What follows belongs to an exercise in optimizing a design on an open flow for small area and few clock cycles per item; a production flow would make more cautious choices.
In this exercise RTL edits were held to simulation tests only and were not proved equivalent to the original.

run a:
==> flow/design.v (excerpt) <==
module fft_256_top (
    input         clock,
    input         reset,
    input         input_en,
    input  [31:0] input_real,
    input  [31:0] input_imag,
    output        output_en,
    output [31:0] output_real,
    output [31:0] output_imag
);
Size: roughly 42000 cells after synthesis, about 17000 flip-flops, ~0.59 mm^2 of cells after synthesis.
Settings: LEC_CHECK=0, CAP_MARGIN=20, CORE_MARGIN=2, CORE_UTILIZATION=50, CTS_BUF_LIST=sky130_fd_sc_hd__clkbuf_16, CTS_CLUSTER_DIAMETER=100, CTS_CLUSTER_SIZE=30, SLEW_MARGIN=20, SYNTH_HIERARCHICAL=1, SYNTH_MEMORY_MAX_BITS=131072, SYNTH_MINIMUM_KEEP_SIZE=0; clock period 14.0 ns.
run.sh (not shown) runs the stock make flow with config.mk's settings and CLKGATE_MAP_FILE= SYNTH_SCRIPT=/design/flow/synth_recipe.tcl, a recipe that flattens the netlist after the stock synthesis.
Testbench counts of run a, summed over its fixed seeds: cycles 18,480, frames 64.
Inputs modified between run a and run b:
==> flow/flow/run.sh (new file) <==
#!/bin/bash
# Layout flow: the standard layout (standard.sh), with clock tree synthesis
# run without dummy loads. Every tool's output goes to a log file in this folder.
set -euo pipefail
export CTS_ARGS="-sink_clustering_enable -repair_clock_nets -sink_clustering_size 30 -sink_clustering_max_diameter 100 -buf_list sky130_fd_sc_hd__clkbuf_16 -dont_use_dummy_load"
bash standard.sh > flow_standard.log 2>&1
==> flow/standard.sh (new file) <==
#!/bin/bash
# synth_recipe.tcl (not shown) runs the flow's synth.tcl, then flattens the netlist and writes it again
# the make line also repeats each setting of config.mk as NAME=value (left out here)
make -C /OpenROAD-flow-scripts/flow DESIGN_CONFIG=/design/flow/config.mk WORK_HOME=/design/flow/orfs CLKGATE_MAP_FILE= SYNTH_SCRIPT=/design/flow/synth_recipe.tcl "${@:-finish}"
removed: flow/run.sh
Findings:
Run b: complete, dirty (antenna rules)
On proportion of final cell area spent on non-clock buffers, run a and run b are basically level.
From run a to run b the numbers moved as follows: number of diodes added for antenna fixing shows a reduction of 19%; total non-filler cell area in the finished layout went down; count of placed standard cells in the final layout, fillers left out shrank by 219.
Run b against run a: worst hold slack has decreased; arrival time at the worst endpoint now sits lower; flip-flop and latch share of the layout cell area saw an increase.

========
Another version of the RTL of fft_256_top (not shown whole).
For scale: about 17000 flip-flops, roughly 590000 µm² of cells after synthesis.
Settings: LEC_CHECK=0, CAP_MARGIN=20, CORE_MARGIN=2, CORE_UTILIZATION=50, CTS_BUF_LIST=sky130_fd_sc_hd__clkbuf_16, CTS_CLUSTER_DIAMETER=100, CTS_CLUSTER_SIZE=30, SLEW_MARGIN=20, SYNTH_HIERARCHICAL=1, SYNTH_MEMORY_MAX_BITS=131072, SYNTH_MINIMUM_KEEP_SIZE=0; clock period 14.0 ns.
standard.sh (not shown) runs the stock make flow with config.mk's settings and CLKGATE_MAP_FILE= SYNTH_SCRIPT=/design/flow/synth_recipe.tcl, a recipe that flattens the netlist after the stock synthesis.
==> flow/flow/run.sh <==
#!/bin/bash
# Layout flow: the standard layout (standard.sh), with clock tree synthesis
# run without dummy loads. Every tool's output goes to a log file in this folder.
set -euo pipefail
export CTS_ARGS="-sink_clustering_enable -repair_clock_nets -sink_clustering_size 30 -sink_clustering_max_diameter 100 -buf_list sky130_fd_sc_hd__clkbuf_16 -dont_use_dummy_load"
bash standard.sh > flow_standard.log 2>&1
The baseline produced a clean layout.
Testbench counts at the start, summed over its fixed seeds: cycles 18,480, frames 64.
==> next run, changes <==
==> flow/run.sh (new file) <==
#!/bin/bash
# synth_recipe.tcl (not shown) runs the flow's synth.tcl, then flattens the netlist and writes it again
# the make line also repeats each setting of config.mk as NAME=value (left out here)
make -C /OpenROAD-flow-scripts/flow DESIGN_CONFIG=/design/flow/config.mk WORK_HOME=/design/flow/orfs CLKGATE_MAP_FILE= SYNTH_SCRIPT=/design/flow/synth_recipe.tcl finish
removed: flow/flow/run.sh
removed: flow/standard.sh
- The changed run went through all stages and came out clean
- global-route usage barely changes
- hold slack gets better by 34 ps
- synthesized area stays the same
- routed wire length hardly moves
- cell count is about the same
- via count stays flat
- worst setup slack improves by 13 ps

## what the ideal ports hide
Ports are ideal in the flow. The routed layouts listed here were re-timed in OpenROAD. Step 1 (the two cells are an assumption about what drives the block):
set clk [get_ports {clock}]
set_driving_cell -lib_cell sky130_fd_sc_hd__clkbuf_16 $clk
set_driving_cell -lib_cell sky130_fd_sc_hd__buf_2 [delete_from_list [all_inputs] $clk]
Step 2 also shifts input and output timing later by t, the mid clock arrival at the registers, as if the neighbouring blocks saw the same clock. a / b / c = ideal ports / drivers / drivers and shift; a / b = the first two.
run	t, ns	slack for setup (ns)	clock arrival spread, ns	worst register clock-pin slew, ns	worst data-port slew with drivers (ns)
run a	1.304	1.338 / 1.338 / 1.338	0.133 / 0.133	0.12 / 0.12	0.07
run b	1.269	1.415 / 1.415 / 1.415	0.184 / 0.183	0.12 / 0.12	0.07
the first run of note 2	1.307	1.492 / 1.492 / 1.492	0.232 / 0.232	0.12 / 0.12	0.09
the second run of note 2	1.332	1.505 / 1.505 / 1.505	0.189 / 0.189	0.12 / 0.12	0.09
